What follows belongs to an exercise in optimizing a design on an open flow for small area and a short achievable clock period; a production flow would make more cautious choices. In this exercise RTL edits were held to simulation tests only and were not proved equivalent to the original. The flow treats the clock pin as an ideal source, which a real chip does not have.

==> flow/design.v <==
module mul8x11(neg, one, two, b, p);
    input [3:0] neg, one, two;
    input [10:0] b;
    output [18:0] p;
    wire [11:0] bx = {b[10], b};
    wire [11:0] b2 = {b, 1'b0};
    wire pp1;
    assign pp1 = (((one[0] & bx[0]) | (two[0] & b2[0])) ^ neg[0]);
    wire pp2;
    assign pp2 = (((one[0] & bx[1]) | (two[0] & b2[1])) ^ neg[0]);
    wire pp3;
    assign pp3 = (((one[0] & bx[2]) | (two[0] & b2[2])) ^ neg[0]);
    wire pp4;
    assign pp4 = (((one[0] & bx[3]) | (two[0] & b2[3])) ^ neg[0]);
    wire pp5;
    assign pp5 = (((one[0] & bx[4]) | (two[0] & b2[4])) ^ neg[0]);
    wire pp6;
    assign pp6 = (((one[0] & bx[5]) | (two[0] & b2[5])) ^ neg[0]);
    wire pp7;
    assign pp7 = (((one[0] & bx[6]) | (two[0] & b2[6])) ^ neg[0]);
    wire pp8;
    assign pp8 = (((one[0] & bx[7]) | (two[0] & b2[7])) ^ neg[0]);
    wire pp9;
    assign pp9 = (((one[0] & bx[8]) | (two[0] & b2[8])) ^ neg[0]);
    wire pp10;
    assign pp10 = (((one[0] & bx[9]) | (two[0] & b2[9])) ^ neg[0]);
    wire pp11;
    assign pp11 = (((one[0] & bx[10]) | (two[0] & b2[10])) ^ neg[0]);
    wire pp12;
    assign pp12 = ~(((one[0] & bx[11]) | (two[0] & b2[11])) ^ neg[0]);
    wire pp13;
    assign pp13 = (((one[1] & bx[0]) | (two[1] & b2[0])) ^ neg[1]);
    wire pp14;
    assign pp14 = (((one[1] & bx[1]) | (two[1] & b2[1])) ^ neg[1]);
    wire pp15;
    assign pp15 = (((one[1] & bx[2]) | (two[1] & b2[2])) ^ neg[1]);
    wire pp16;
    assign pp16 = (((one[1] & bx[3]) | (two[1] & b2[3])) ^ neg[1]);
    wire pp17;
    assign pp17 = (((one[1] & bx[4]) | (two[1] & b2[4])) ^ neg[1]);
    wire pp18;
    assign pp18 = (((one[1] & bx[5]) | (two[1] & b2[5])) ^ neg[1]);
    wire pp19;
    assign pp19 = (((one[1] & bx[6]) | (two[1] & b2[6])) ^ neg[1]);
    wire pp20;
    assign pp20 = (((one[1] & bx[7]) | (two[1] & b2[7])) ^ neg[1]);
    wire pp21;
    assign pp21 = (((one[1] & bx[8]) | (two[1] & b2[8])) ^ neg[1]);
    wire pp22;
    assign pp22 = (((one[1] & bx[9]) | (two[1] & b2[9])) ^ neg[1]);
    wire pp23;
    assign pp23 = (((one[1] & bx[10]) | (two[1] & b2[10])) ^ neg[1]);
    wire pp24;
    assign pp24 = ~(((one[1] & bx[11]) | (two[1] & b2[11])) ^ neg[1]);
    wire pp25;
    assign pp25 = (((one[2] & bx[0]) | (two[2] & b2[0])) ^ neg[2]);
    wire pp26;
    assign pp26 = (((one[2] & bx[1]) | (two[2] & b2[1])) ^ neg[2]);
    wire pp27;
    assign pp27 = (((one[2] & bx[2]) | (two[2] & b2[2])) ^ neg[2]);
    wire pp28;
    assign pp28 = (((one[2] & bx[3]) | (two[2] & b2[3])) ^ neg[2]);
    wire pp29;
    assign pp29 = (((one[2] & bx[4]) | (two[2] & b2[4])) ^ neg[2]);
    wire pp30;
    assign pp30 = (((one[2] & bx[5]) | (two[2] & b2[5])) ^ neg[2]);
    wire pp31;
    assign pp31 = (((one[2] & bx[6]) | (two[2] & b2[6])) ^ neg[2]);
    wire pp32;
    assign pp32 = (((one[2] & bx[7]) | (two[2] & b2[7])) ^ neg[2]);
    wire pp33;
    assign pp33 = (((one[2] & bx[8]) | (two[2] & b2[8])) ^ neg[2]);
    wire pp34;
    assign pp34 = (((one[2] & bx[9]) | (two[2] & b2[9])) ^ neg[2]);
    wire pp35;
    assign pp35 = (((one[2] & bx[10]) | (two[2] & b2[10])) ^ neg[2]);
    wire pp36;
    assign pp36 = ~(((one[2] & bx[11]) | (two[2] & b2[11])) ^ neg[2]);
    wire pp37;
    assign pp37 = (((one[3] & bx[0]) | (two[3] & b2[0])) ^ neg[3]);
    wire pp38;
    assign pp38 = (((one[3] & bx[1]) | (two[3] & b2[1])) ^ neg[3]);
    wire pp39;
    assign pp39 = (((one[3] & bx[2]) | (two[3] & b2[2])) ^ neg[3]);
    wire pp40;
    assign pp40 = (((one[3] & bx[3]) | (two[3] & b2[3])) ^ neg[3]);
    wire pp41;
    assign pp41 = (((one[3] & bx[4]) | (two[3] & b2[4])) ^ neg[3]);
    wire pp42;
    assign pp42 = (((one[3] & bx[5]) | (two[3] & b2[5])) ^ neg[3]);
    wire pp43;
    assign pp43 = (((one[3] & bx[6]) | (two[3] & b2[6])) ^ neg[3]);
    wire pp44;
    assign pp44 = (((one[3] & bx[7]) | (two[3] & b2[7])) ^ neg[3]);
    wire pp45;
    assign pp45 = (((one[3] & bx[8]) | (two[3] & b2[8])) ^ neg[3]);
    wire pp46;
    assign pp46 = (((one[3] & bx[9]) | (two[3] & b2[9])) ^ neg[3]);
    wire pp47;
    assign pp47 = (((one[3] & bx[10]) | (two[3] & b2[10])) ^ neg[3]);
    wire pp48;
    assign pp48 = ~(((one[3] & bx[11]) | (two[3] & b2[11])) ^ neg[3]);
    wire s49;
    assign s49 = ~pp12;
    wire s50;
    assign s50 = ~pp12;
    wire s51;
    assign s51 = ~pp35;
    wire s52;
    assign s52 = ~pp47;
    wire s53;
    wire c54;
    HA us53(neg[3], pp17, s53, c54);
    wire s55;
    wire c56;
    HA us55(pp18, pp28, s55, c56);
    wire s57;
    wire c58;
    HA us57(pp19, pp29, s57, c58);
    wire s59;
    wire c60;
    HA us59(pp10, pp20, s59, c60);
    wire s61;
    wire c62;
    HA us61(pp11, pp21, s61, c62);
    wire s63;
    wire c64;
    HA us63(pp22, pp32, s63, c64);
    wire s65;
    wire c66;
    HA us65(pp23, pp33, s65, c66);
    wire s67;
    wire c68;
    HA us67(pp12, pp24, s67, c68);
    wire s69;
    wire c70;
    HA us69(neg[2], pp15, s69, c70);
    wire s71;
    wire c72;
    HA us71(pp16, pp26, s71, c72);
    wire s73;
    wire c74;
    FA us73(pp27, pp37, pp7, s73, c74);
    wire s75;
    wire c76;
    FA us75(pp38, pp8, c54, s75, c76);
    wire s77;
    wire c78;
    FA us77(pp39, pp9, c56, s77, c78);
    wire s79;
    wire c80;
    FA us79(pp30, pp40, c58, s79, c80);
    wire s81;
    wire c82;
    FA us81(pp31, pp41, c60, s81, c82);
    wire s83;
    wire c84;
    FA us83(pp42, s49, c62, s83, c84);
    wire s85;
    wire c86;
    FA us85(pp43, s50, c64, s85, c86);
    wire s87;
    wire c88;
    FA us87(pp34, pp44, c66, s87, c88);
    wire s89;
    wire c90;
    HA us89(pp45, s51, s89, c90);
    wire s91;
    wire c92;
    HA us91(pp35, pp36, s91, c92);
    wire s93;
    wire c94;
    HA us93(neg[1], pp13, s93, c94);
    wire s95;
    wire c96;
    HA us95(pp14, pp4, s95, c96);
    wire s97;
    wire c98;
    FA us97(pp25, pp5, s69, s97, c98);
    wire s99;
    wire c100;
    FA us99(pp6, c70, s71, s99, c100);
    wire s101;
    wire c102;
    FA us101(c72, s53, s73, s101, c102);
    wire s103;
    wire c104;
    FA us103(s55, c74, s75, s103, c104);
    wire s105;
    wire c106;
    FA us105(s57, c76, s77, s105, c106);
    wire s107;
    wire c108;
    FA us107(s59, c78, s79, s107, c108);
    wire s109;
    wire c110;
    FA us109(s61, c80, s81, s109, c110);
    wire s111;
    wire c112;
    FA us111(s63, c82, s83, s111, c112);
    wire s113;
    wire c114;
    FA us113(s65, c84, s85, s113, c114);
    wire s115;
    wire c116;
    FA us115(s67, c86, s87, s115, c116);
    wire s117;
    wire c118;
    FA us117(c68, s89, c88, s117, c118);
    wire s119;
    wire c120;
    FA us119(pp46, c90, s91, s119, c120);
    wire s121;
    wire c122;
    HA us121(s52, c92, s121, c122);
    wire s123;
    wire c124;
    HA us123(pp47, pp48, s123, c124);
    wire [18:0] ra = {1'b1, s123, s121, s119, s117, s115, s113, s111, s109, s107, s105, s103, s101, s99, s97, s95, pp3, pp2, neg[0]};
    wire [18:0] rb = {c124, c122, c120, c118, c116, c114, c112, c110, c108, c106, c104, c102, c100, c98, c96, c94, s93, 1'b0, pp1};
    assign p = ra + rb;
endmodule
module FA(a, b, c, s, co);
    input a, b, c;
    output s, co;
    assign s = a ^ b ^ c;
    assign co = (a & b) | (a & c) | (b & c);
endmodule
module HA(a, b, s, co);
    input a, b;
    output s, co;
    assign s = a ^ b;
    assign co = a & b;
endmodule
`timescale 1ns/1ns
module tpu(
    o, d, w, clk, rst
);
    parameter arraySize = 8;
    output wire [24*arraySize-1:0] o;
    input  wire [8*arraySize-1:0] d;
    input  wire [8*arraySize-1:0] w;
    input   clk, rst;
    reg [2:0] age;
    always @(posedge clk, posedge rst)
        if (rst) age <= 3'd0;
        else if (age != 3'd7) age <= age + 3'd1;
    wire wvalid = (age == 3'd7);
    wire signed [7:0] d1 = d[7:0],   d2 = d[15:8],  d3 = d[23:16], d4 = d[31:24];
    wire signed [7:0] d5 = d[39:32], d6 = d[47:40], d7 = d[55:48], d8 = d[63:56];
    reg signed [7:0]  p1;
    reg signed [8:0]  p2;
    reg signed [9:0]  p3, p4;
    reg signed [10:0] p5, p6, p7, p8;
    always @(posedge clk, posedge rst)
        if (rst) begin
            p1 <= 8'sd0;  p2 <= 9'sd0;  p3 <= 10'sd0; p4 <= 10'sd0;
            p5 <= 11'sd0; p6 <= 11'sd0; p7 <= 11'sd0; p8 <= 11'sd0;
        end else begin
            p1 <= d1;
            p2 <= p1 + d2;
            p3 <= p2 + d3;
            p4 <= p3 + d4;
            p5 <= p4 + d5;
            p6 <= p5 + d6;
            p7 <= p6 + d7;
            p8 <= p7 + d8;
        end
    integer k;
    reg signed [10:0] x [2:8];
    always @(posedge clk) begin
        x[2] <= p8;
        for (k = 3; k <= 8; k = k + 1) x[k] <= x[k-1];
    end
    genvar i;
    generate
        for (i = 1; i <= arraySize; i = i + 1) begin : COL
            reg [7:0] wd [1:7];
            integer s;
            always @(posedge clk) begin
                wd[1] <= w[8*i-1 -: 8];
                for (s = 2; s <= 7; s = s + 1) wd[s] <= wd[s-1];
            end
            wire [7:0] wm = wvalid ? wd[7] : 8'd0;
            wire [8:0] we = {wm, 1'b0};
            reg [3:0] neg, one, two;
            integer q;
            always @(posedge clk, posedge rst)
                if (rst) begin
                    neg <= 4'd0; one <= 4'd0; two <= 4'd0;
                end else begin
                    for (q = 0; q < 4; q = q + 1) begin
                        neg[q] <= we[2*q+2];
                        one[q] <= we[2*q+1] ^ we[2*q];
                        two[q] <= (we[2*q+2] & ~we[2*q+1] & ~we[2*q]) |
                                  (~we[2*q+2] & we[2*q+1] & we[2*q]);
                    end
                end
            wire signed [10:0] xi;
            if (i == 1) begin : X1
                assign xi = p8;
            end else begin : XN
                assign xi = x[i];
            end
            wire [18:0] prod;
            mul8x11 MUL(neg, one, two, xi, prod);
            reg [18:0] oreg;
            always @(posedge clk, posedge rst)
                if (rst) oreg <= 19'd0;
                else oreg <= prod;
            assign o[24*i-1 -: 24] = {{5{oreg[18]}}, oreg};
        end
    endgenerate
endmodule
==> flow/flow/run.sh <==
#!/bin/bash
# The standard layout with three changes:
#  - the port buffers are the smallest buffer cell instead of the delay buffer
#    buffer_ports picks by default;
#  - after clock tree synthesis, the clock of the output registers is delayed a
#    little (flow/skew.tcl): they end the multiplier paths, the longest
#    register-to-register paths, and start only the paths to the outputs, which
#    have time to spare;
#  - the steps after clock tree synthesis repair setup timing to a margin
#    (SETUP_SLACK_MARGIN), so that resizing works on the paths the delayed
#    clock leaves critical.
set -euo pipefail
PORTBUF='BUFFER_PORTS_ARGS=-buffer_cell sky130_fd_sc_hd__buf_1'
bash standard.sh "$PORTBUF" cts > 1_standard_to_cts.log 2>&1
R=$(pwd)/orfs/results/$FLOW_PLATFORM/tpu/base
IN_ODB=$R/4_cts.odb OUT_ODB=$R/4_cts_skew.odb SDC=$R/4_cts.sdc \
  DLY_CELL=sky130_fd_sc_hd__clkdlybuf4s15_1 BUF_CELL=sky130_fd_sc_hd__clkbuf_8 CHUNK=6 \
  openroad -no_init -exit flow/skew.tcl > 2_skew.log 2>&1
cp $R/4_cts_skew.odb $R/4_cts.odb
bash standard.sh "$PORTBUF" SETUP_SLACK_MARGIN=3.0 finish > 3_standard_finish.log 2>&1
==> flow/flow/skew.tcl <==
# Delays the clock of the output registers (COL[*].oreg[*]): they capture the
# multiplier, the design's longest register-to-register path, and launch only
# to the outputs, which have time to spare. Each column's output registers get
# one delay cell, fed from the leaf clock net most of them are on, driving one
# clock buffer per group of at most CHUNK nearby registers.
# env: IN_ODB OUT_ODB SDC DLY_CELL BUF_CELL CHUNK
set plat $::env(FLOW_HOME)/platforms/$::env(FLOW_PLATFORM)
read_lib $plat/lib/sky130_fd_sc_hd__tt_025C_1v80.lib
read_db $::env(IN_ODB)
read_sdc $::env(SDC)
source $plat/setRC.tcl
set_propagated_clock [all_clocks]
estimate_parasitics -placement
puts "before:"
report_worst_slack -max
report_worst_slack -min

set db [ord::get_db]
set block [ord::get_db_block]
set dly_m [$db findMaster $::env(DLY_CELL)]
set buf_m [$db findMaster $::env(BUF_CELL)]
array set groups {}
foreach inst [$block getInsts] {
  set n [$inst getName]
  if {![string match {COL*oreg*} $n]} continue
  if {![regexp {COL[^0-9]*([0-9]+)} $n -> col]} { error "no column in $n" }
  lappend groups($col) $inst
}
proc centroid { regs } {
  set sx 0; set sy 0
  foreach r $regs { set loc [$r getLocation]; incr sx [lindex $loc 0]; incr sy [lindex $loc 1] }
  return [list [expr {$sx / [llength $regs]}] [expr {$sy / [llength $regs]}]]
}
set k 0
set nb 0
foreach grp [lsort [array names groups]] {
  set regs $groups($grp)
  # source: the leaf clock net that most of the column's registers are on
  array unset votes
  foreach r $regs { set nn [[[$r findITerm CLK] getNet] getName]; if {[info exists votes($nn)]} {incr votes($nn)} else {set votes($nn) 1} }
  set best ""; set bv 0
  foreach nn [array names votes] { if {$votes($nn) > $bv} { set bv $votes($nn); set best $nn } }
  set net [$block findNet $best]
  # one delay cell per column
  set dly [odb::dbInst_create $block $dly_m "oskew_dly_$k"]
  set n1 [odb::dbNet_create $block "oskew_n1_$k"]
  $n1 setSigType CLOCK
  [$dly findITerm A] connect $net
  [$dly findITerm X] connect $n1
  set c [centroid $regs]
  $dly setLocation [lindex $c 0] [lindex $c 1]
  $dly setPlacementStatus PLACED
  # the column's registers split along their longer spread into chunks, one
  # clock buffer each
  set xs {}; set ys {}
  foreach r $regs { set l [$r getLocation]; lappend xs [lindex $l 0]; lappend ys [lindex $l 1] }
  set xs [lsort -integer $xs]; set ys [lsort -integer $ys]
  set axis [expr {([lindex $xs end] - [lindex $xs 0]) > ([lindex $ys end] - [lindex $ys 0]) ? 0 : 1}]
  set keyed {}
  foreach r $regs { lappend keyed [list [lindex [$r getLocation] $axis] $r] }
  set sorted {}
  foreach p [lsort -integer -index 0 $keyed] { lappend sorted [lindex $p 1] }
  set nchunks [expr {([llength $sorted] + $::env(CHUNK) - 1) / $::env(CHUNK)}]
  set per [expr {([llength $sorted] + $nchunks - 1) / $nchunks}]
  for {set i 0} {$i < [llength $sorted]} {incr i $per} {
    set chunk [lrange $sorted $i [expr {$i + $per - 1}]]
    set buf [odb::dbInst_create $block $buf_m "oskew_buf_$nb"]
    set n2 [odb::dbNet_create $block "oskew_n2_$nb"]
    $n2 setSigType CLOCK
    [$buf findITerm A] connect $n1
    [$buf findITerm X] connect $n2
    foreach r $chunk { set ck [$r findITerm CLK]; $ck disconnect; $ck connect $n2 }
    set c [centroid $chunk]
    $buf setLocation [lindex $c 0] [lindex $c 1]
    $buf setPlacementStatus PLACED
    incr nb
  }
  puts "column $grp: [llength $regs] registers from $best, $nchunks buffers"
  incr k
}
puts "inserted $k delay cells and $nb buffers"
global_connect
detailed_placement
check_placement -verbose
estimate_parasitics -placement
puts "after:"
report_worst_slack -max
report_worst_slack -min
report_checks -from [all_registers] -to [all_registers] -format end -group_path_count 2
report_checks -to [all_outputs] -format end -group_path_count 2
report_checks -path_delay min -format end -group_path_count 5
set worst 0
foreach inst [$block getInsts] {
  if {![string match {COL*oreg*} [$inst getName]]} continue
  set pin [get_pins -of_objects [get_cells [$inst getName]] -filter "name == CLK"]
  foreach s [list [get_property $pin slew_max_rise] [get_property $pin slew_max_fall]] {
    if {$s > $worst} { set worst $s }
  }
}
puts "worst output-register clock slew: $worst"
write_db $::env(OUT_ODB)
==> flow/standard.sh <==
#!/bin/bash
# synth_recipe.tcl (not shown) runs the flow's synth.tcl, then flattens the netlist and writes it again
# the make line also repeats each setting of config.mk as NAME=value (left out here)
make -C /OpenROAD-flow-scripts/flow DESIGN_CONFIG=/design/flow/config.mk WORK_HOME=/design/flow/orfs CLKGATE_MAP_FILE= SYNTH_SCRIPT=/design/flow/synth_recipe.tcl "${@:-finish}"
==> flow/config.mk <==
export PLATFORM = sky130hd
export DESIGN_NAME = tpu
export DESIGN_NICKNAME = tpu
export VERILOG_FILES = /design/flow/design.v
export SDC_FILE = /design/flow/constraint.sdc
export NUM_CORES = 4
export LEC_CHECK = 0
export ABC_AREA = 1
export CAP_MARGIN = 20
export CORE_MARGIN = 2
export CORE_UTILIZATION = 60
export CTS_BUF_LIST = sky130_fd_sc_hd__clkbuf_4 sky130_fd_sc_hd__clkbuf_8
export CTS_CLUSTER_DIAMETER = 60
export CTS_CLUSTER_SIZE = 18
export PLACE_DENSITY = 0.7
export SLEW_MARGIN = 20
export SYNTH_HIERARCHICAL = 1
export SYNTH_MINIMUM_KEEP_SIZE = 0
==> flow/constraint.sdc <==
create_clock -name core_clock -period 6.0 [get_ports {clk}]
set_input_delay 1.2000 -clock core_clock [delete_from_list [all_inputs] [get_ports {clk}]]
set_output_delay 1.2000 -clock core_clock [all_outputs]
set_load 0.01 [all_outputs]
==> results.json, run 1 <==
{
  "setup.worst_path.start_class": "flop",
  "ys_warn_count": 16,
  "cts_buffers": 67,
  "vias_per_cell": 5.29,
  "drc_errors": 0,
  "post_dp_cell_area_um2": 45200,
  "maxCapViolCount": 0,
  "tns_ns": 0,
  "fin_nets": 5611,
  "hp-class": "reg2reg",
  "path_cells": "buf_1",
  "fmax_ghz": 0.322,
  "timing.final.crit_share_pct": 51.8,
  "setup_viol": 0,
  "ys_types": 35,
  "final_util_pct": 67.9,
  "first_pass_iters": 8,
  "grt_pass1_vias": 30400,
  "clk_latency_ns": 1.32,
  "hold_path_depth": 1,
  "crit_arrival_ns": 1.91,
  "synth.yosys.seq_area_share_pct": 43.4,
  "grt_pass1_wl_um": 154000,
  "syn_to_final_growth_pct": 12.0,
  "wire_per_inst_um": 16.0,
  "fin_skew_ns": 0.636,
  "tightest_slew_ns": 1.08,
  "max-clock-path-buffers": 3,
  "die_w_um": 273,
  "critical_path_required_ns": 4.80,
  "clkSinkCount": 857,
  "synth_area_um2": 43300,
  "path_depth": 1,
  "wl_um": 95700,
  "drive_gt1_share_pct": 13.7,
  "rsz0062_at_grt": "yes",
  "die_h_um": 273,
  "initialDrtViolationCount": 2437,
  "worstPathMaxFanout": 6,
  "grt_overflow": 0,
  "max_stage_delay_ns": 0.45,
  "antenna_left": 0,
  "htree_levels": 3,
  "min_period_ns": 3.11,
  "port_buffers": 321,
  "report.final.slew_viol_count": 0,
  "gp_congestion": 0.955,
  "slew_headroom_pct": 28.0,
  "outcome": "finished clean",
  "crit_slowest_cell": "dfrtp_2",
  "finish.instance_area_um2": 48500,
  "clk_pin_slew_ns": 0.10,
  "syn_avg_cell_area_um2": 9.53,
  "die_area_um2": 74400,
  "crit_family": "flip-flops",
  "rr_worst_depth": 14,
  "vias": 31600,
  "io-pin-count": 322,
  "grt_usage_pct": 25.5,
  "worstSetupPathType": "reg2out",
  "antenna_found_initial": 3,
  "cp-end-kind": "output pin",
  "hpwl_um": 72400,
  "design.core.area_um2": 71500,
  "grt_max_degree": 144,
  "hold_viol_final": 0,
  "root_buffer": "clkbuf_8",
  "cts_tree": "built",
  "num_rows": 98,
  "initial_utilization_pct": 60.6,
  "syn_inst": 4547,
  "synthesis.nets": 5184,
  "crit_buf_inv": 1,
  "synth_seq_cells": 857
}
==> synthesized netlist by cell type <==
cell        n  share of area [%]
nand2_1   821                7.1
dfxtp_1   525                 24
inv_1     457                4.0
xor2_1    450                9.1
ha_1      340                9.8
dfrtp_1   332                 19
o22ai_1   312                4.5
nand3_1   238                2.7
nor2_1    215                1.9
fa_1      167                7.7
a21oi_1   148                1.7
nand2_2    68               0.98
o21ai_0    65               0.75
clkinv_1   48               0.42
buf_4      45               0.78
xnor2_1    39               0.79
inv_2      38               0.33
nand4_1    36               0.52
buf_2      32               0.37
nand3b_1   24               0.42
nor3_1     24               0.28
nand3_2    20               0.46
o21a_1     19               0.33
o31ai_2    18               0.52
o21ai_1    16               0.18
o21bai_1   16               0.28
a21o_1      8               0.14
nor2_2      8               0.12
o31ai_1     6               0.10
buf_6       5               0.13
mux2_2      2              0.052
o21ai_2     2              0.040
a21oi_2     1              0.020
or2_1       1              0.014
or2_2       1              0.014
==> what timing repair did <==
action                     CTS  global route
resized for setup            0           355
setup endpoints to repair    0           225
hold buffers                 0             1
buffers inserted             0            65
hold endpoints to repair     0            15
==> final timing paths <==
check,start,endpoint,slack [ns]
setup / recovery,COL[4].oreg[18],o[92],2.89
hold / removal,COL[3].neg[0],COL[3].oreg[0],0.12
setup reg to reg,COL[2].one[1],COL[2].oreg[18],3.05
hold reg to reg,COL[3].neg[0],COL[3].oreg[0],0.12
max in group asynchronous,rst,COL[5].two[1],3.70
min in group asynchronous,rst,COL[2].oreg[12],0.56
==> per-module statistics from Yosys, one instance, submodules excluded <==
module   cell area, µm²  flip-flops and latches
tpu               23800                     857
mul8x11            1840                       0
FA                 20.0                       0
HA                 12.5                       0
==> placed cells by master (no fill, tap or decap), drive strengths merged <==
cell           synthesis  final
nand2                889    889
o22ai                312    312
o21a                  19     19
clkinv                48     15
fa                   167    167
a21oi                149    149
nand3b                24     24
inv                  495    505
clkbuf                 0    259
o31ai                 24     24
nor2                 223    223
dlygate4sd3            0      1
xnor2                 39     39
xor2                 450    450
clkdlybuf4s15          0      8
a21o                   8      8
buf                   82    262
diode                  0      1
ha                   340    340
nand3                258    258
or2                    2      2
o21bai                16     16
o21ai                 83     83
dfxtp                525    525
dfrtp                332    332
nor3                  24     24
mux2                   2      2
nand4                 36     36
bufinv                 0      1
clkinvlp               0     54
==> flip-flops by register name (all words and copies together) (netlist names) <==
register	count
COL.neg	32
COL.one	32
COL.oreg	152
COL.two	32
COL.wd	448
age	3
p1	8
p2	9
p3	10
p4	10
p5	11
p6	11
p7	11
p8	11
x	77
==> layout make-up <==
type	count	area, µm²
fill	5843	22900
multi-input combinational	3065	22200
sequential	857	18900
inverter	543	2200
timing repair buffer	391	2060
clock buffer	99	1210
tap	950	1190
buffer	40	520
clock inverter	23	278
timing repair inverter	9	52.6
antenna	1	2.50
==> cells by family after synthesis <==
kind of cell / count (synthesis) / share of synthesized area [%]
compound gates: 611 / 8.58
xor+xnor: 489 / 9.89
fa+ha+maj: 507 / 17.5
buf+inv: 625 / 5.98
flops: 857 / 43.4
mux: 2 / 0.0520
simple gates: 1456 / 14.5
==> stage by stage <==
stage,instances,worst slack (ns),hold WS (ns)
2_1_floorplan,4547,0.365,0.310
3_3_place_gp,5740,2.38,0.310
3_5_place_dp,5740,2.36,0.312
4_1_cts,5862,2.34,0.311
5_1_grt,5978,2.79,0.143
6_report,5978,2.89,0.117
==> metal layers <==
layer / GRT usage, % / wire (µm)
met4: 8.17 / 2930
met2: 42.0 / 45300
met3: 4.09 / 5280
met5: 0 / 30
met1: 34.5 / 42200
==> run 2: changes to the inputs <==
--- a/flow/config.mk
+++ b/flow/config.mk
@@ -9,9 +9,9 @@
 export CAP_MARGIN = 20
 export CORE_MARGIN = 2
 export CORE_UTILIZATION = 60
-export CTS_BUF_LIST = sky130_fd_sc_hd__clkbuf_4 sky130_fd_sc_hd__clkbuf_8
-export CTS_CLUSTER_DIAMETER = 60
-export CTS_CLUSTER_SIZE = 18
+export CTS_BUF_LIST = sky130_fd_sc_hd__clkbuf_16
+export CTS_CLUSTER_DIAMETER = 80
+export CTS_CLUSTER_SIZE = 30
 export PLACE_DENSITY = 0.7
 export SLEW_MARGIN = 20
 export SYNTH_HIERARCHICAL = 1
==> run 2 against run 1 <==
  * Synthesized area stayed put
  * Core utilization decreased by 0.24 points
  * Critical path depth stayed put
  * Non-clock buffer count decreased by 5
  * First-iteration DRC count fell by 12%
==> results.json, run 2 <==
{
  "outcome": "finished clean",
  "hold_viol_final": 0,
  "port_buffers": 321,
  "antenna_left": 0,
  "tightest_slew_ns": 1.09,
  "fill_cells": 5849,
  "cts_tree": "built",
  "clk_latency_ns": 1.24,
  "path_depth": 1,
  "die_area_um2": 74400,
  "synth_area_um2": 43300,
  "syn_inst": 4547,
  "synth.largest_area_cell": "dfxtp_1",
  "initialDrtViolationCount": 2144,
  "crit_slowest_cell": "dfrtp_1",
  "r2r_slack_ns": 3.10,
  "setup_ws_ns": 2.97,
  "grt_max_degree": 144,
  "root_buffer": "clkbuf_16",
  "gp_congestion": 0.955,
  "vias_per_cell": 5.32,
  "multiInputGateArea_um2": 22100,
  "area.sequential_um2": 18900,
  "max_stage_delay_ns": 0.44,
  "fin_nets": 5581,
  "clk_pin_slew_ns": 0.07,
  "r2r-end": "COL[1].oreg[16]",
  "synth_most_common_cell": "nand2_1",
  "num_rows": 98,
  "min_period_ns": 3.03,
  "crit_buf_inv": 1,
  "synth_seq_cells": 857,
  "yosys-top-cells-area": "dfxtp_1 (24%), dfrtp_1 (19%), ha_1 (9.8%)",
  "syn_avg_cell_area_um2": 9.53,
  "grt_pass1_wl_um": 154000,
  "r2r_start": "COL[1].one[1]",
  "maxCapViolCount": 0,
  "synthesis.nets": 5184,
  "netlist_top_cells_count": "nand2_1 (821), dfxtp_1 (525), inv_1 (457)",
  "fin_skew_ns": 0.626,
  "fin_cells": 5930,
  "critical_path_required_ns": 4.80,
  "ys_warn_count": 16,
  "first_pass_iters": 7,
  "reg.largest.list": "COL.wd x448, COL.oreg x152, x x77",
  "slew_headroom_pct": 27.3,
  "crit_family": "flip-flops",
  "vias": 31500,
  "syn_to_final_growth_pct": 11.7,
  "async_flop_share_pct": 38.7,
  "cts_buffers": 43,
  "rr_worst_depth": 13,
  "antenna_found_initial": 2,
  "cp-end-kind": "output pin",
  "ys_types": 35,
  "regMostFlops": "COL.wd",
  "grt_pass1_vias": 30300,
  "io-pin-count": 322,
  "drc_errors": 0,
  "grt_overflow": 0,
  "report.final.slew_viol_count": 0,
  "setup.worst_path.start_class": "flop",
  "synth-edff-count": 0,
  "worstPathMaxFanout": 1,
  "timing.final.crit_share_pct": 50.5,
  "htree_levels": 2,
  "rsz0062_at_grt": "yes",
  "worstSetupPathType": "reg2out",
  "max-clock-path-buffers": 3,
  "mostFrequentLayoutCells": "nand2_1 (816), dfxtp_1 (520), inv_1 (459)",
  "drive_gt1_share_pct": 10.7,
  "hp-class": "in2async",
  "largest_reg_flops": 448,
  "pre_cts_slack_ns": 2.36,
  "placedCellCount": 5740,
  "synth.yosys.seq_area_share_pct": 43.4,
  "hpwl_um": 72400,
  "die_h_um": 273,
  "die_w_um": 273,
  "wire_per_inst_um": 16.1,
  "design.core.area_um2": 71500,
  "mostFrequentLayoutCell": "nand2_1",
  "setup_viol": 0,
  "grt_usage_pct": 25.4,
  "clkSinkCount": 857,
  "tns_ns": 0,
  "crit_arrival_ns": 1.83,
  "synth_ff_type": "dfxtp_1",
  "wl_um": 95400,
  "fmax_ghz": 0.330,
  "path_cells": "clkbuf_2",
  "initial_utilization_pct": 60.6,
  "netlist.area_leader.share_pct": 24.3,
  "whs_ns": 0.0631
}
run 2: timing repair:
action	4_1_cts	5_1_grt
buffers inserted	0	61
endpoints found under the hold margin	0	0
endpoints found under the setup margin	0	145
gates resized for setup	0	252
hold buffers	0	0
run 2: area by class of cell:
cell class                      instances  share of cell area, %
Antenna cell                            1                0.00517
Buffer                                 40                   1.08
Clock buffer                           46                   2.38
Clock inverter                         34                  0.820
Inverter                              543                   4.55
Multi-Input combinational cell       3065                   45.7
Sequential cell                       857                   39.0
Tap cell                              950                   2.46
Timing Repair Buffer                  386                   3.94
Timing Repair inverter                  8                 0.0983
run 2: Yosys stat by module, one instance, submodules excluded:
| module | flip-flops and latches | cell area [µm²] |
|---|---|---|
| FA | 0 | 20.0 |
| mul8x11 | 0 | 1840 |
| tpu | 857 | 23800 |
| HA | 0 | 12.5 |
run 2: worst max path at each step:
stage                          startpoint               to  slack (ns)
after detailed placement    COL[4].neg[0]  COL[4].oreg[18]        2.36
after global routing      COL[4].oreg[18]            o[95]        2.89
final                      COL[3].oreg[3]            o[51]        2.97
after CTS                   COL[4].neg[0]  COL[4].oreg[18]        2.34
after floorplan                       rst    COL[1].neg[0]        0.37
after global placement      COL[3].neg[0]  COL[3].oreg[17]        2.38
run 2: cells by family (layout without fill, tap and decap cells):
group / count (synthesis) / in the layout / synth area share, %
compound gates: 611 / 611 / 8.58
fa+ha+maj: 507 / 507 / 17.5
mux: 2 / 2 / 0.0520
xor+xnor: 489 / 489 / 9.89
buf+inv: 625 / 1057 / 5.98
flops: 857 / 857 / 43.4
other cells: 0 / 1 / 0
simple gates: 1456 / 1456 / 14.5
run 2: through the flow:
step / util, % / area (µm²)
floorplan: - / 43300
global placement: 63.3 / 45200
detailed placement: 63.3 / 45200
CTS: 65.4 / 46800
global route: 67.7 / 48400
finish: 67.7 / 48400
run 2: per-layer routing:
layer | global-route usage [%] | routed length (µm)
met1 | 34.5 | 42400
met2 | 42.4 | 45200
met3 | 3.16 | 4780
met4 | 8.18 | 3010
met5 | 0 | 25
==> run 3: changes to the inputs <==
--- a/flow/config.mk
+++ b/flow/config.mk
@@ -8,11 +8,11 @@
 export ABC_AREA = 1
 export CAP_MARGIN = 20
 export CORE_MARGIN = 2
-export CORE_UTILIZATION = 60
+export CORE_UTILIZATION = 65
 export CTS_BUF_LIST = sky130_fd_sc_hd__clkbuf_16
 export CTS_CLUSTER_DIAMETER = 80
 export CTS_CLUSTER_SIZE = 30
-export PLACE_DENSITY = 0.7
+export PLACE_DENSITY = 0.72
 export SLEW_MARGIN = 20
 export SYNTH_HIERARCHICAL = 1
 export SYNTH_MINIMUM_KEEP_SIZE = 0
==> run 3 against run 2 <==
  * Core utilization is 6.1 points higher
  * Non-clock buffer count is 4 higher
  * Global-route usage is 2.1 points higher
  * Worst hold slack better by 0.086 ns
  * Register-to-register slack hardly changed
  * First-iteration DRC count is 15% higher
  * Synthesized cell count stayed put
  * Via count is 1.9% higher
==> results.json, run 3 <==
{
  "antenna_left": 0,
  "ys_warn_count": 16,
  "regMostFlops": "COL.wd",
  "cts_tree": "built",
  "synth.largest_area_cell": "dfxtp_1",
  "gp_congestion": 0.989,
  "timing.final.crit_share_pct": 50.8,
  "syn_inst": 4547,
  "r2r_slack_ns": 3.10,
  "min_period_ns": 3.05,
  "setup_viol": 0,
  "busiest_layer": "met2",
  "io-pin-count": 322,
  "min-delay-start": "COL[3].neg[0]",
  "grt_max_degree": 149,
  "mostFrequentLayoutCells": "nand2_1 (814), dfxtp_1 (519), inv_1 (455)",
  "pre_cts_slack_ns": 2.41,
  "drive_gt1_share_pct": 11.9,
  "first_pass_iters": 6,
  "worstPathMaxFanout": 6,
  "tns_ns": 0,
  "crit_buf_inv": 1,
  "clkSinkCount": 857,
  "crit_slowest_cell": "dfrtp_2",
  "clk_pin_slew_ns": 0.10,
  "crit_arrival_ns": 1.85,
  "rsz0062_at_grt": "yes",
  "synth_seq_cells": 857,
  "worstSetupPathType": "reg2out",
  "use_met2_pct": 46.5,
  "grt_pass1_wl_um": 152000,
  "use_met1_pct": 36.9,
  "synth_ff_type": "dfxtp_1",
  "crit_end": "o[71]",
  "hp-class": "reg2reg",
  "mostFrequentLayoutCell": "nand2_1",
  "cts_buffers": 43,
  "outcome": "finished clean",
  "hold_viol_final": 0,
  "die_h_um": 262,
  "r2r_start": "COL[5].two[1]",
  "path_depth": 1,
  "netlist_top_cells_count": "nand2_1 (821), dfxtp_1 (525), inv_1 (457)",
  "fill_cells": 5005,
  "vias_per_cell": 5.49,
  "synth_area_um2": 43300,
  "area.sequential_um2": 18900,
  "num_rows": 94,
  "multiInputGateArea_um2": 22300,
  "netlist.area_leader.share_pct": 24.3,
  "fin_nets": 5591,
  "grt_usage_pct": 27.5,
  "root_buffer": "clkbuf_16",
  "largest_reg_flops": 448,
  "vias": 32100,
  "max-clock-path-buffers": 3,
  "setup_ws_ns": 2.95,
  "synthesis.nets": 5184,
  "antenna_found_initial": 3,
  "maxCapViolCount": 0,
  "design.core.area_um2": 65900,
  "tightest_slew_ns": 0.892,
  "grt_use_met3_pct": 4.12,
  "yosys-top-cells-area": "dfxtp_1 (24%), dfrtp_1 (19%), ha_1 (9.8%)",
  "setup.worst_path.start_class": "flop",
  "report.final.slew_viol_count": 0,
  "slew_headroom_pct": 40.5,
  "rr_worst_depth": 16,
  "syn_avg_cell_area_um2": 9.53,
  "critical_path_required_ns": 4.80,
  "wire_per_inst_um": 16.7,
  "r2r-end": "COL[5].oreg[18]",
  "port_buffers": 321,
  "clk_latency_ns": 1.23,
  "drc_errors": 0,
  "cp-end-kind": "output pin",
  "ys_types": 35,
  "path_cells": "clkbuf_2",
  "max_stage_delay_ns": 0.49,
  "fin_skew_ns": 0.617,
  "syn_to_final_growth_pct": 12.2,
  "htree_levels": 2,
  "ctsHoldBuffers": 0,
  "initial_utilization_pct": 65.8,
  "hpwl_um": 73100,
  "initialDrtViolationCount": 2466,
  "cp-startpoint": "COL[3].oreg[18]",
  "fmax_ghz": 0.328,
  "grt_overflow": 0,
  "reg.largest.list": "COL.wd x448, COL.oreg x152, x x77",
  "wl_um": 97800,
  "crit_family": "flip-flops",
  "hold_path_depth": 1,
  "synth-edff-count": 0,
  "synth_most_common_cell": "nand2_1",
  "async_flop_share_pct": 38.7,
  "die_w_um": 262,
  "synth.yosys.seq_area_share_pct": 43.4,
  "die_area_um2": 68700,
  "grt_pass1_vias": 30300
}
-- run 3: cell counts after synthesis --
No cell type changed its count.
-- run 3: area by class of cell --
type / count / area share, %
inverters: 543 / 4.52
flip-flops and latches: 857 / 38.9
plain buffers: 40 / 1.07
repair buffers: 390 / 4.01
clock inverters: 34 / 0.819
well taps: 864 / 2.22
multi-input cells: 3065 / 45.9
clock buffers: 46 / 2.37
repair inverters: 14 / 0.154
diodes: 1 / 0.00515
-- run 3: how the worst min path moves through the flow --
stage          slack [ns]               to
6_report             0.15   COL[3].oreg[0]
5_1_grt              0.15   COL[4].oreg[0]
4_1_cts              0.32  COL[6].wd[5][0]
3_5_place_dp         0.31  COL[1].wd[6][7]
3_3_place_gp         0.31  COL[4].wd[2][1]
2_1_floorplan        0.31  COL[1].wd[2][0]
-- run 3: logic make-up (layout without fill, tap and decap cells) --
group | Yosys count | after routing | share of synthesized area, %
xor gates and xnor gates | 489 | 489 | 9.89
other | 0 | 1 | 0
and+or+nand+nor | 1456 | 1456 | 14.5
buffers and inverters | 625 | 1067 | 5.98
DFF | 857 | 857 | 43.4
adders and majority gates | 507 | 507 | 17.5
muxes | 2 | 2 | 0.0520
AOI/OAI and AO/OA | 611 | 611 | 8.58
-- run 3: per-stage QoR --
stage                     cells  hold WS (ns)  utilization [%]  instance area (µm²)
final                      5854         0.149             73.8                48600
after detailed placement   5655         0.312             68.5                45100
after CTS                  5735         0.318             70.9                46700
after global placement     5655         0.310             68.5                45100
after floorplan            4547         0.310                -                43300
after global routing       5853         0.151             73.8                48600
-- run 3: per-layer routing --
layer / up-vias / part of all wire (%)
met1: 15100 / 43
met5: - / 0.042
li1: 15700 / -
met4: 6 / 2.8
met2: 1154 / 48
met3: 207 / 6.3
-- run 3: what timing repair did --
| action | in CTS | in global routing |
|---|---|---|
| setup buffers | 0 | 64 |
| resized for setup | 0 | 303 |
| hold endpoints to repair | 0 | 0 |
| endpoints found under the setup margin | 0 | 146 |
-- run 3: modules after synthesis, one instance, submodules excluded --
module / flops+latches / times used
FA: 0 / 160
HA: 0 / 128
tpu: 857 / 1
mul8x11: 0 / 8
==> run 4: changes to the inputs <==
--- a/flow/flow/run.sh
+++ b/flow/flow/run.sh
@@ -14,7 +14,7 @@
 bash standard.sh "$PORTBUF" cts > 1_standard_to_cts.log 2>&1
 R=$(pwd)/orfs/results/$FLOW_PLATFORM/tpu/base
 IN_ODB=$R/4_cts.odb OUT_ODB=$R/4_cts_skew.odb SDC=$R/4_cts.sdc \
-  DLY_CELL=sky130_fd_sc_hd__clkdlybuf4s15_1 BUF_CELL=sky130_fd_sc_hd__clkbuf_8 CHUNK=6 \
+  DLY_CELL=sky130_fd_sc_hd__clkdlybuf4s15_1 BUF_CELL=sky130_fd_sc_hd__clkbuf_8 CHUNK=8 \
   openroad -no_init -exit flow/skew.tcl > 2_skew.log 2>&1
 cp $R/4_cts_skew.odb $R/4_cts.odb
-bash standard.sh "$PORTBUF" SETUP_SLACK_MARGIN=3.0 finish > 3_standard_finish.log 2>&1
+bash standard.sh "$PORTBUF" SETUP_SLACK_MARGIN=2.9 finish > 3_standard_finish.log 2>&1
--- a/flow/config.mk
+++ b/flow/config.mk
@@ -9,9 +9,9 @@
 export CAP_MARGIN = 20
 export CORE_MARGIN = 2
 export CORE_UTILIZATION = 65
-export CTS_BUF_LIST = sky130_fd_sc_hd__clkbuf_16
-export CTS_CLUSTER_DIAMETER = 80
-export CTS_CLUSTER_SIZE = 30
+export CTS_BUF_LIST = sky130_fd_sc_hd__clkbuf_4 sky130_fd_sc_hd__clkbuf_8
+export CTS_CLUSTER_DIAMETER = 60
+export CTS_CLUSTER_SIZE = 18
 export PLACE_DENSITY = 0.72
 export SLEW_MARGIN = 20
 export SYNTH_HIERARCHICAL = 1
==> run 4 against run 3 <==
  * First-iteration DRC count is 0.53% lower
  * Clock skew is 0.035 ns lower
  * Die area stayed put
  * Wire length is 1.4% lower
  * Critical path depth stayed put
  * Worst hold slack better by 0.017 ns
==> results.json, run 4 <==
{
  "synth.largest_area_cell": "dfxtp_1",
  "mostFrequentLayoutCells": "nand2_1 (820), dfxtp_1 (523), xor2_1 (449)",
  "mostFrequentLayoutCell": "nand2_1",
  "syn_avg_cell_area_um2": 9.53,
  "io-pin-count": 322,
  "setup_viol": 0,
  "wire_per_inst_um": 16.4,
  "grt_overflow": 0,
  "wl_um": 96400,
  "reg.largest.list": "COL.wd x448, COL.oreg x152, x x77",
  "crit_buf_inv": 1,
  "ys_types": 35,
  "cp-end-kind": "output pin",
  "grt_max_degree": 149,
  "slew_headroom_pct": 36.7,
  "initialDrtViolationCount": 2453,
  "syn_inst": 4547,
  "maxCapViolCount": 0,
  "cp-startpoint": "COL[7].oreg[18]",
  "synth_ff_type": "dfxtp_1",
  "grt_usage_pct": 27.3,
  "synth_area_um2": 43300,
  "ctsHoldBuffers": 0,
  "port_buffers": 321,
  "hp-class": "in2async",
  "clkSinkCount": 857,
  "drc_errors": 0,
  "first_pass_iters": 6,
  "worstSetupPathType": "reg2out",
  "tightest_slew_ns": 0.949,
  "crit_slowest_cell": "dfrtp_1",
  "vias_per_cell": 5.47,
  "max-clock-path-buffers": 3,
  "crit_family": "flip-flops",
  "fin_nets": 5594,
  "worstPathMaxFanout": 6,
  "synth.yosys.seq_area_share_pct": 43.4,
  "async_flop_share_pct": 38.7,
  "cts_tree": "built",
  "yosys-top-cells-area": "dfxtp_1 (24%), dfrtp_1 (19%), ha_1 (9.8%)",
  "outcome": "finished clean",
  "design.core.area_um2": 65900,
  "htree_levels": 3,
  "num_rows": 94,
  "grt_pass1_vias": 30300,
  "timing.final.crit_share_pct": 51.0,
  "clk_latency_ns": 1.24,
  "fin_skew_ns": 0.582,
  "synth_most_common_cell": "nand2_1",
  "synth_seq_cells": 857,
  "ys_warn_count": 16,
  "cts_buffers": 69,
  "netlist_top_cells_count": "nand2_1 (821), dfxtp_1 (525), inv_1 (457)",
  "clk_pin_slew_ns": 0.06,
  "tns_ns": 0,
  "gp_congestion": 0.989,
  "die_h_um": 262,
  "rsz0062_at_grt": "yes",
  "antenna_found_initial": 4,
  "path_cells": "buf_1",
  "synth-edff-count": 0,
  "max_stage_delay_ns": 0.42,
  "crit_arrival_ns": 1.86,
  "hold_viol_final": 0,
  "initial_utilization_pct": 65.8,
  "report.final.slew_viol_count": 0,
  "drive_gt1_share_pct": 10.5,
  "hpwl_um": 73100,
  "vias": 32200,
  "critical_path_required_ns": 4.80,
  "antenna_left": 0,
  "fmax_ghz": 0.327,
  "largest_reg_flops": 448,
  "netlist.area_leader.share_pct": 24.3,
  "synthesis.nets": 5184,
  "regMostFlops": "COL.wd",
  "setup.worst_path.start_class": "flop",
  "r2r_start": "x[8][10]",
  "min_period_ns": 3.06,
  "root_buffer": "clkbuf_8",
  "grt_pass1_wl_um": 151000,
  "die_w_um": 262,
  "syn_to_final_growth_pct": 10.9,
  "die_area_um2": 68700
}
run 4: cell counts after synthesis:
No cell type changed its count.
run 4: Yosys stat by module (local to each module, per instance):
| module | cells | copies in the design | flops+latches |
|---|---|---|---|
| tpu | 1755 | 1 | 857 |
| HA | 1 | 128 | 0 |
| FA | 1 | 160 | 0 |
| mul8x11 | 313 | 8 | 0 |
run 4: kinds of logic (layout without fill, tap and decap cells):
family	count (synthesis)	count (layout)	synth area share, %
xor+xnor	489	489	9.89
simple gates	1456	1456	14.5
buf+inv	625	1092	5.98
mux	2	2	0.0520
fa+ha+maj	507	507	17.5
compound gates	611	611	8.58
other cells	0	3	0
flops	857	857	43.4
run 4: final timing paths:
| check | cells past startpoint | slack [ns] | endpoint |
|---|---|---|---|
| max | 1 | 2.94 | o[164] |
| min | 2 | 0.17 | COL[8].oreg[6] |
| max reg2reg | 15 | 2.97 | COL[8].oreg[18] |
| min reg2reg | 1 | 0.20 | COL[4].oreg[0] |
| max in group asynchronous | 3 | 4.11 | COL[4].one[2] |
| min in group core_clock | 1 | 0.20 | COL[4].oreg[0] |
run 4: layer usage:
| layer | GRT usage, % | wire length [µm] | share of wire [%] |
|---|---|---|---|
| met1 | 36.8 | 41500 | 43 |
| met2 | 45.4 | 45700 | 47 |
| met3 | 4.69 | 6230 | 6.5 |
| met4 | 8.24 | 2890 | 3.0 |
| met5 | 0 | 41 | 0.043 |
run 4: through the flow:
step | cell area [µm²] | setup WS [ns] | instances | hold WS (ns) | util, %
floorplan | 43300 | 0.365 | 4547 | 0.310 | -
global placement | 45100 | 2.45 | 5655 | 0.310 | 68.5
detailed placement | 45100 | 2.41 | 5655 | 0.312 | 68.5
CTS | 46700 | 2.35 | 5783 | 0.318 | 70.9
global route | 48000 | 2.83 | 5879 | 0.156 | 72.9
finish | 48000 | 2.94 | 5881 | 0.166 | 72.9
run 4: timing repair:
item                       CTS  global route
hold endpoints to repair     0             0
setup endpoints to repair    0            90
gates resized for setup      0           170
buffers inserted             0            53
run 4: layout make-up:
cell class	instances	area, µm²
Antenna cell	3	7.51
Buffer	32	410
Clock buffer	97	1170
Clock inverter	31	378
Fill cell	5085	17800
Inverter	543	2200
Multi-Input combinational cell	3065	22100
Sequential cell	857	18900
Tap cell	864	1080
Timing Repair Buffer	379	1760
Timing Repair inverter	10	55.1
==> run 5: changes to the inputs <==
--- a/flow/design.v
+++ b/flow/design.v
@@ -268,10 +268,13 @@
         end
     integer k;
     reg signed [10:0] x [2:8];
-    always @(posedge clk) begin
-        x[2] <= p8;
-        for (k = 3; k <= 8; k = k + 1) x[k] <= x[k-1];
-    end
+    always @(posedge clk, posedge rst)
+        if (rst) begin
+            for (k = 2; k <= 8; k = k + 1) x[k] <= 11'sd0;
+        end else begin
+            x[2] <= p8;
+            for (k = 3; k <= 8; k = k + 1) x[k] <= x[k-1];
+        end
     genvar i;
     generate
         for (i = 1; i <= arraySize; i = i + 1) begin : COL
@@ -285,10 +288,8 @@
             wire [8:0] we = {wm, 1'b0};
             reg [3:0] neg, one, two;
             integer q;
-            always @(posedge clk, posedge rst)
-                if (rst) begin
-                    neg <= 4'd0; one <= 4'd0; two <= 4'd0;
-                end else begin
+            always @(posedge clk)
+                begin
                     for (q = 0; q < 4; q = q + 1) begin
                         neg[q] <= we[2*q+2];
                         one[q] <= we[2*q+1] ^ we[2*q];
--- a/flow/flow/run.sh
+++ b/flow/flow/run.sh
@@ -14,7 +14,7 @@
 bash standard.sh "$PORTBUF" cts > 1_standard_to_cts.log 2>&1
 R=$(pwd)/orfs/results/$FLOW_PLATFORM/tpu/base
 IN_ODB=$R/4_cts.odb OUT_ODB=$R/4_cts_skew.odb SDC=$R/4_cts.sdc \
-  DLY_CELL=sky130_fd_sc_hd__clkdlybuf4s15_1 BUF_CELL=sky130_fd_sc_hd__clkbuf_8 CHUNK=8 \
+  DLY_CELL=sky130_fd_sc_hd__clkdlybuf4s15_1 BUF_CELL=sky130_fd_sc_hd__clkbuf_8 CHUNK=6 \
   openroad -no_init -exit flow/skew.tcl > 2_skew.log 2>&1
 cp $R/4_cts_skew.odb $R/4_cts.odb
-bash standard.sh "$PORTBUF" SETUP_SLACK_MARGIN=2.9 finish > 3_standard_finish.log 2>&1
+bash standard.sh "$PORTBUF" SETUP_SLACK_MARGIN=3.0 finish > 3_standard_finish.log 2>&1
==> flow/config.mk (replaced) <==
export PLATFORM = sky130hd
export DESIGN_NAME = tpu
export DESIGN_NICKNAME = tpu
export VERILOG_FILES = /design/flow/design.v
export SDC_FILE = /design/flow/constraint.sdc
export NUM_CORES = 4
export LEC_CHECK = 0
export ABC_AREA = 1
export CAP_MARGIN = 20
export CORE_MARGIN = 2
export CORE_UTILIZATION = 60
export CTS_BUF_LIST = sky130_fd_sc_hd__clkbuf_16
export CTS_CLUSTER_DIAMETER = 80
export CTS_CLUSTER_SIZE = 30
export PLACE_DENSITY = 0.7
export SLEW_MARGIN = 20
export SYNTH_HIERARCHICAL = 1
export SYNTH_MINIMUM_KEEP_SIZE = 0
==> run 5 against run 4 <==
  * Register-to-register slack better by 0.15 ns
  * Synthesized cell count unchanged
  * Global-route usage down 1.5 points
  * Die area up 8.0%
  * Sequential share of layout area down 0.55 points
  * Critical endpoint is now o[21]
  * Critical path depth unchanged
  * Synthesized area down 0.22%
  * Design area up 1.1%
==> results.json, run 5 <==
{
  "synth_area_um2": 43200,
  "reg.largest.list": "COL.wd x448, COL.oreg x152, x x77",
  "io-pin-count": 322,
  "antenna_left": 0,
  "grt_max_degree": 136,
  "grt_pass1_vias": 30400,
  "synth_top_family_by_area": "adder cells",
  "wl_um": 97300,
  "netlist_top_cells_count": "nand2_1 (821), dfxtp_1 (544), inv_1 (457)",
  "clk_pin_slew_ns": 0.08,
  "fin_nets": 5597,
  "setup.worst_path.start_class": "flop",
  "report.final.slew_viol_count": 0,
  "synth.yosys.seq_area_share_pct": 43.3,
  "design.core.area_um2": 71400,
  "vias_per_cell": 5.31,
  "fin_cells": 5949,
  "grt_overflow": 0,
  "placedCellCount": 5739,
  "max-clock-path-buffers": 3,
  "path_cells": "clkbuf_2",
  "first_pass_iters": 7,
  "tns_ns": 0,
  "wire_per_inst_um": 16.4,
  "die_w_um": 272,
  "port_buffers": 321,
  "syn_inst": 4547,
  "async_flop_share_pct": 36.5,
  "ys_types": 35,
  "cp-end-kind": "output pin",
  "crit_arrival_ns": 1.80,
  "min_period_ns": 3.00,
  "drive_gt1_share_pct": 12.5,
  "crit_buf_inv": 1,
  "vias": 31600,
  "antenna_found_initial": 26,
  "path_depth": 1,
  "setup_viol": 0,
  "htree_levels": 2,
  "post_dp_cell_area_um2": 45100,
  "drc_errors": 0,
  "hp-class": "reg2reg",
  "area.sequential_um2": 18800,
  "ctsHoldBuffers": 0,
  "syn_to_final_growth_pct": 12.4,
  "synth_ff_type": "dfxtp_1",
  "grt_usage_pct": 25.8,
  "synth-xor-area-share_pct": 9.91,
  "die_h_um": 272,
  "synth_seq_cells": 857,
  "regMostFlops": "COL.wd",
  "clk_latency_ns": 1.21,
  "netlist.area_leader.share_pct": 25.2,
  "worstSetupPathType": "reg2out",
  "synth.largest_area_cell": "dfxtp_1",
  "synth_most_common_cell": "nand2_1",
  "mostFrequentLayoutCell": "nand2_1",
  "hpwl_um": 73500,
  "outcome": "finished clean",
  "grt_pass1_wl_um": 155000,
  "max_stage_delay_ns": 0.44,
  "cts_tree": "built",
  "finish.instance_area_um2": 48600,
  "gp_congestion": 0.951,
  "initialDrtViolationCount": 2285,
  "num_rows": 98,
  "hold_viol_final": 0,
  "synthAdderAreaFrac_pct": 17.6,
  "cts_buffers": 46,
  "synth-edff-count": 0,
  "yosys-top-cells-area": "dfxtp_1 (25%), dfrtp_1 (18%), ha_1 (9.8%)",
  "synth-compound-area-share_pct": 8.60,
  "root_buffer": "clkbuf_16",
  "fill_cells": 5826,
  "multiInputGateArea_um2": 22200,
  "rr_worst_depth": 17,
  "rsz0062_at_grt": "yes",
  "die_area_um2": 74200,
  "maxCapViolCount": 0,
  "largest_reg_flops": 448,
  "slew_headroom_pct": 31.3,
  "ys_warn_count": 16,
  "fin_skew_ns": 0.607,
  "critical_path_required_ns": 4.80,
  "mostFrequentLayoutCells": "nand2_1 (816), dfxtp_1 (492), xor2_1 (448)",
  "synth-simple-area-share_pct": 14.6,
  "crit_family": "flip-flops",
  "synth_mux_area_share_pct": 0.0521,
  "synthesis.nets": 5184,
  "fmax_ghz": 0.333,
  "crit_slowest_cell": "dfrtp_2",
  "initial_utilization_pct": 60.6,
  "clkSinkCount": 857,
  "worstPathMaxFanout": 6,
  "timing.final.crit_share_pct": 50.0,
  "tightest_slew_ns": 1.03,
  "syn_avg_cell_area_um2": 9.51,
  "hold_path_depth": 1
}
[run 5: cell count changes in the layout (fill, tap and decap cells not counted), sizes merged, moves of 6 or more]
cell / before / now
buf: 373 / 340
clkbuf: 127 / 133
clkinv: 12 / 21
dfrtp: 332 / 313
dfxtp: 525 / 544
[run 5: per-layer routing]
layer	vias up	wire length [µm]	track usage, %
li1	15700	-	-
met3	202	7690	6.51
met1	14600	43600	35.8
met2	1024	43700	40.6
met5	-	253	0
met4	42	2090	6.13
[run 5: per-module statistics from Yosys (local to each module, per instance)]
module   cell area, µm²  flops+latches
FA                 20.0              0
HA                 12.5              0
mul8x11            1840              0
tpu               23700            857
[run 5: layout make-up]
type / count / area share [%]
antenna: 3 / 0.0155
buffer: 40 / 1.07
clock buffer: 46 / 2.37
clock inverter: 38 / 1.12
inverter: 543 / 4.55
multi-input combinational: 3065 / 45.7
sequential: 857 / 38.7
tap: 950 / 2.45
timing repair buffer: 395 / 3.84
timing repair inverter: 12 / 0.134
[run 5: metrics by stage]
step / hold WS, ns / setup slack [ns] / util, %
4_1_cts: 0.324 / 2.30 / 65.6
3_3_place_gp: 0.310 / 2.32 / 63.2
2_1_floorplan: 0.310 / 0.631 / -
6_report: 0.0705 / 3.00 / 68.1
5_1_grt: 0.0384 / 2.89 / 68.1
3_5_place_dp: 0.312 / 2.32 / 63.2
[run 5: cell families after synthesis]
group           Yosys count
compound gates          611
simple gates           1456
xor+xnor                489
mux                       2
flops                   857
buf+inv                 625
fa+ha+maj               507
[run 5: path summary, 6_finish.rpt]
kind                                 start              end  slack [ns]
max                        COL[1].oreg[18]            o[21]        3.00
min                          COL[1].neg[0]   COL[1].oreg[0]        0.07
max reg2reg                  COL[1].one[1]  COL[1].oreg[17]        3.12
min reg2reg                  COL[1].neg[0]   COL[1].oreg[0]        0.07
max in group asynchronous              rst         x[3][10]        4.07
min in group asynchronous              rst   COL[7].oreg[9]        0.13
[run 5: timing repair]
action / in CTS / in global routing
setup buffers: 0 / 71
resized for setup: 0 / 297
endpoints found under the setup margin: 0 / 145

==> afterwards: timing with drivers on the ports <==
The flow's constraints put no driver on any port. The routed layouts listed below were extracted and timed again, unchanged, in two steps. Step 1: set_driving_cell puts a clkbuf_16 on clk and a buf_2 on each other input, an assumption about the parent block. Step 2, shift: input delay + t, output delay - t, t = (earliest + latest rising clock arrival at the registers) / 2. This alone moves slack from input paths to output paths. Three values: ideal ports, drivers, drivers and shift; two values: the first two.
run	shift t [ns]	slack for setup (ns)	worst setup path after step 2	clock arrival spread, ns	worst slew at a driven data input, ns
run 1	1.036	2.891 / 2.827 / 2.710	input, reset recovery	0.691 / 0.691	0.10
run 2	0.975	2.969 / 2.901 / 3.080	input to register	0.664 / 0.664	0.10
run 3	0.967	2.951 / 2.884 / 3.090	input to register	0.660 / 0.659	0.07
run 4	1.016	2.941 / 2.875 / 2.966	register to register	0.620 / 0.620	0.07
run 5	0.969	2.999 / 2.933 / 3.099	input to register	0.627 / 0.628	0.13
Clock arrivals are far apart in every run listed, so t is only a midpoint there and step 2 fits no single register. The setup slack of run 1, which loses most, moves by -0.064 ns with the drivers and by -0.181 ns with both steps. The worst setup slack also covers recovery checks on asynchronous resets.
